This design comes from an exercise in tuning for small area, a short achievable clock period and few clock cycles per item on the open sky130 flow, not from production work.
In this exercise RTL edits were held to simulation tests only and were not proved equivalent to the original.
The clock port is modelled as an ideal driver; clocking choices that lean on that would not hold on a real chip.

Setup of v49:
==> flow/design.v (excerpt) <==
module SNN(
	clk,
	rst_n,
	in_valid,
	img,
	ker,
	weight,
	out_valid,
	out_data
);
input clk;
input rst_n;
input in_valid;
input [7:0] img;
input [7:0] ker;
input [7:0] weight;
output reg out_valid;
output reg [9:0] out_data;
reg [6:0] cnt;
reg iv1;
always @(posedge clk or negedge rst_n) begin
	if (!rst_n) iv1 <= 1'b0;
	else iv1 <= in_valid;
end
always @(posedge clk or negedge rst_n) begin
	if (!rst_n) cnt <= 7'd0;
	else if (cnt == 7'd75) cnt <= 7'd0;
	else if (iv1 || cnt != 7'd0) cnt <= cnt + 7'd1;
end
reg d_en0, d_en1, d_first, fc_psel, fc_add, fc_rot, di_en, di_k, di_first, di_final;
reg n_d_en0, n_d_en1, n_d_first, n_fc_psel, n_fc_add, n_fc_rot, n_di_en, n_di_k, n_di_first, n_di_final;
always @(*) begin
	{n_d_en0, n_d_en1, n_d_first, n_fc_psel, n_fc_add, n_fc_rot, n_di_en, n_di_k, n_di_first, n_di_final} = 10'd0;
	case (cnt)
		7'd14: {n_d_en0, n_d_en1, n_d_first, n_fc_psel, n_fc_add, n_fc_rot, n_di_en, n_di_k, n_di_first, n_di_final} = 10'b1010000000;
  ...
Size: roughly 2,800 cells after synthesis, ~390 flip-flops, about 38 I/O pins, roughly 33,000 µm² of cells after synthesis.
==> flow/config.mk <==
export PLATFORM = sky130hd
export DESIGN_NAME = SNN
export DESIGN_NICKNAME = SNN
export VERILOG_FILES = /design/flow/design.v
export SDC_FILE = /design/flow/constraint.sdc
export NUM_CORES = 4
export LEC_CHECK = 0
export CAP_MARGIN = 40
export CORE_MARGIN = 2
export CORE_UTILIZATION = 40
export CTS_CLUSTER_DIAMETER = 120
export CTS_CLUSTER_SIZE = 20
export SLEW_MARGIN = 60
export SYNTH_HIERARCHICAL = 1
==> flow/constraint.sdc <==
create_clock -name core_clock -period 25.0 [get_ports {clk}]
set_input_delay 5.0000 -clock core_clock [delete_from_list [all_inputs] [get_ports {clk}]]
set_output_delay 5.0000 -clock core_clock [all_outputs]
set_load 0.01 [all_outputs]
standard.sh (not shown) runs the stock make flow with config.mk's settings and CLKGATE_MAP_FILE= SYNTH_SCRIPT=/design/flow/synth_recipe.tcl, a recipe that flattens the netlist after the stock synthesis.
==> flow/flow/run.sh <==
#!/bin/bash
set -o pipefail
cp standard.sh standard_sh.log
export BUFFER_PORTS_ARGS="-buffer_cell sky130_fd_sc_hd__buf_2"
bash standard.sh > standard.log 2>&1
Testbench counts of v49, summed over its fixed seeds: cycles 9,984, items 128.
Relative to v49, the following input files were edited for v39:
Settings: CTS_CLUSTER_SIZE no longer set, was 20; CORE_UTILIZATION now 65, was 40; CTS_BUF_LIST now sky130_fd_sc_hd__clkbuf_8, previously not set; CTS_CLUSTER_DIAMETER no longer set, was 120.
## What came out
Status: sequential share of layout area parity (v39, v49). Re total iterations of the first detailed-routing run: v39 and v49 aren't equal, and the higher value belongs to v39. Per the comparison of v39 with v49, final design area excluding fillers level; total global-route track usage moved up; flip-flop and latch area level. Changes observed in v39 relative to v49: non-clock buffer count shrank by 5, number of placed cells counting well taps went down by about 11%, total wire length after detailed routing fell 0.44%, slack of the critical path saw a decrease.
Inputs modified between v39 and v17:
Settings: CTS_CLUSTER_DIAMETER newly set to 140; CORE_UTILIZATION changed from 65 to 40; CTS_BUF_LIST removed (was sky130_fd_sc_hd__clkbuf_8); CTS_CLUSTER_SIZE newly set to 26.
### Flow results
Die size: v17 exceeds v39
For the sequential share of layout area, v17 came in 0.16 points higher than v39 did.
Every stage of the flow completed for v17, and the final layout passed the timing, design-rule and antenna checks.
v17 ended up with a lower number of vias per cell than v39 did.
v17 vs v39, last element of the critical path: out_data[4] vs out_data[6]
Edits applied to the flow inputs when going from v17 to v47:
Settings: CTS_CLUSTER_SIZE now 22, was 26; CTS_CLUSTER_DIAMETER now 100, was 140.
Between v17 and v47, the first-pass GRT wire length figures differ only marginally.
Via total after detailed routing of v17 is on par with v47.
Minimum setup slack in the final design: higher on v47
> inputs changed (v47 -> v48)
Settings: swapping 22 for 20 in CTS_CLUSTER_SIZE; swapping 60 for 20 in SLEW_MARGIN; swapping 40 for 20 in CAP_MARGIN; swapping 100 for 120 in CTS_CLUSTER_DIAMETER.
==> flow/flow/run.sh <==
#!/bin/bash
set -eo pipefail
cp standard.sh standard_sh.log
export BUFFER_PORTS_ARGS="-buffer_cell sky130_fd_sc_hd__buf_2"
bash standard.sh cts > standard_cts.log 2>&1
ODB=$(ls orfs/results/*/SNN/base/4_cts.odb)
ODB=$ODB openroad -no_init -exit flow/unroot.tcl > unroot.log 2>&1
bash standard.sh finish > standard_finish.log 2>&1
==> flow/flow/unroot.tcl (new file) <==
# Drop the clock tree's root buffer: the clock port then drives the first
# level of the tree directly (it has only a few loads there).
set f $::env(ODB)
read_db $f
set block [ord::get_db_block]
set clk_bterm [$block findBTerm clk]
set clk_net [$clk_bterm getNet]
set loads {}
foreach it [$clk_net getITerms] { lappend loads $it }
if {[llength $loads] != 1} { puts "UNROOT: clock port has [llength $loads] loads, left as is"; exit 0 }
set root [[lindex $loads 0] getInst]
set master [[$root getMaster] getName]
if {![string match "sky130_fd_sc_hd__clkbuf_*" $master]} { puts "UNROOT: root is $master, left as is"; exit 0 }
set out_net ""
foreach it [$root getITerms] {
  if {[$it isOutputSignal]} { set out_net [$it getNet] }
}
set moved {}
foreach it [$out_net getITerms] {
  if {[$it getInst] != $root} { lappend moved $it }
}
if {[llength $moved] > 4} { puts "UNROOT: root drives [llength $moved] cells, left as is"; exit 0 }
foreach it $moved {
  $it disconnect
  $it connect $clk_net
}
puts "UNROOT: removed [$root getName] ($master), clock port now drives [llength $moved] cells"
odb::dbInst_destroy $root
odb::dbNet_destroy $out_net
write_db $f
==> run notes <==
- Looking at the reports, v48 completed the entire flow and the layout it produced met the timing, design-rule and antenna checks.
- Diff v47 -> v48: routed via count saw a decrease, worst hold slack saw little to no change, global-route usage saw little to no change, slack of the critical path saw a decrease, top fanout value on the critical path saw an increase.
- Diff v47 -> v48: data arrival time of the critical path up 5.49 ns, non-clock buffer count down 5.
- Between v48 and v47, it is v48 whose worst path buffer plus inverter count is lower, by 1.
- Between v47 and v48, the final non-filler cell total figures differ only marginally.
- Cmp v48 and v47 / cell area / lower: v48

========
Setup of JK:
Starting RTL as in the previous note.
==> flow/config.mk <==
export PLATFORM = sky130hd
export DESIGN_NAME = SNN
export DESIGN_NICKNAME = SNN
export VERILOG_FILES = /design/flow/design.v
export SDC_FILE = /design/flow/constraint.sdc
export NUM_CORES = 4
export LEC_CHECK = 0
export CAP_MARGIN = 40
export CORE_MARGIN = 2
export CORE_UTILIZATION = 40
export CTS_CLUSTER_DIAMETER = 120
export CTS_CLUSTER_SIZE = 20
export SLEW_MARGIN = 60
export SYNTH_HIERARCHICAL = 1
==> flow/constraint.sdc <==
create_clock -name core_clock -period 25.0 [get_ports {clk}]
set_input_delay 5.0000 -clock core_clock [delete_from_list [all_inputs] [get_ports {clk}]]
set_output_delay 5.0000 -clock core_clock [all_outputs]
set_load 0.01 [all_outputs]
==> flow/flow/run.sh <==
#!/bin/bash
set -eo pipefail
cp standard.sh standard_sh.log
export BUFFER_PORTS_ARGS="-buffer_cell sky130_fd_sc_hd__buf_2"
bash standard.sh cts > standard_cts.log 2>&1
ODB=$(ls orfs/results/*/SNN/base/4_cts.odb)
ODB=$ODB openroad -no_init -exit flow/unroot.tcl > unroot.log 2>&1
bash standard.sh finish > standard_finish.log 2>&1
==> flow/flow/unroot.tcl <==
# Drop the clock tree's root buffer: the clock port then drives the first
# level of the tree directly (it has only a few loads there).
set f $::env(ODB)
read_db $f
set block [ord::get_db_block]
set clk_bterm [$block findBTerm clk]
set clk_net [$clk_bterm getNet]
set loads {}
foreach it [$clk_net getITerms] { lappend loads $it }
if {[llength $loads] != 1} { puts "UNROOT: clock port has [llength $loads] loads, left as is"; exit 0 }
set root [[lindex $loads 0] getInst]
set master [[$root getMaster] getName]
if {![string match "sky130_fd_sc_hd__clkbuf_*" $master]} { puts "UNROOT: root is $master, left as is"; exit 0 }
set out_net ""
foreach it [$root getITerms] {
  if {[$it isOutputSignal]} { set out_net [$it getNet] }
}
set moved {}
foreach it [$out_net getITerms] {
  if {[$it getInst] != $root} { lappend moved $it }
}
if {[llength $moved] > 4} { puts "UNROOT: root drives [llength $moved] cells, left as is"; exit 0 }
foreach it $moved {
  $it disconnect
  $it connect $clk_net
}
puts "UNROOT: removed [$root getName] ($master), clock port now drives [llength $moved] cells"
odb::dbInst_destroy $root
odb::dbNet_destroy $out_net
write_db $f
Every stage of the flow completed for JK, and the final layout passed the timing, design-rule and antenna checks.
Testbench counts of JK, summed over its fixed seeds: cycles 9,984, items 128.
For MS, these inputs were changed with respect to JK:
# JK
export LEC_CHECK = 0
export CAP_MARGIN = 40
export CORE_MARGIN = 2
export CORE_UTILIZATION = 40
export CTS_CLUSTER_DIAMETER = 120
export CTS_CLUSTER_SIZE = 20
export SLEW_MARGIN = 60
export SYNTH_HIERARCHICAL = 1
create_clock -name core_clock -period 25.0 [get_ports {clk}]
# MS
export LEC_CHECK = 0
export CAP_MARGIN = 40
export CORE_MARGIN = 2
export CORE_UTILIZATION = 40
export SLEW_MARGIN = 60
export SYNTH_HIERARCHICAL = 1
create_clock -name core_clock -period 25.0 [get_ports {clk}]
==> flow/flow/run.sh <==
#!/bin/bash
set -o pipefail
cp standard.sh standard_sh.log
export BUFFER_PORTS_ARGS="-buffer_cell sky130_fd_sc_hd__buf_2"
bash standard.sh > standard.log 2>&1
removed: flow/flow/unroot.tcl
--- outcome ---
Re utilization: JK and MS aren't equal, and the higher value belongs to MS.
Of MS and JK, it is MS that has the higher fraction of the cycle the final worst path needs.
Lower slew at the pin closest to its max-slew limit was reported by JK, not MS.
On worst max-slew margin expressed relative to the limit: between JK and MS, it ends up lower for MS.
JK -> MS: wire length increased slightly
Per the comparison of MS with JK, clock-buffer cell count up 23, design area up about 2%, depth of the critical timing path with buffers and inverters included flat.

-- re-timing with driven ports --
In the flow no input, the clock included, has a driving cell. The finished layouts below were timed again as built, in two steps.
Step 1: set_driving_cell puts a clkbuf_16 on clk and a buf_2 on each other input, an assumption about the parent block.
Step 2 also shifts input and output timing later by t, the mid clock arrival at the registers, as if the neighbouring blocks saw the same clock.
a / b / c = ideal ports / drivers / drivers and shift; a / b = the first two.
| run | t (ns) | setup slack, ns | pins driven straight from the clock port |
|---|---|---|---|
| v49 | 0.643 | 18.910 / 18.850 / 19.142 | 1 |
| v39 | 0.708 | 18.841 / 18.785 / 19.021 | 1 |
| v17 | 0.633 | 18.895 / 18.833 / 19.157 | 1 |
| v47 | 0.647 | 18.900 / 18.839 / 19.173 | 1 |
| v48 | 0.523 | 18.684 / 18.684 / 18.684 | 2 |
| JK | 0.522 | 19.051 / 18.972 / 19.142 | 2 |
| MS | 0.643 | 18.897 / 18.837 / 19.154 | 1 |
After both steps every run listed still meets setup and hold.
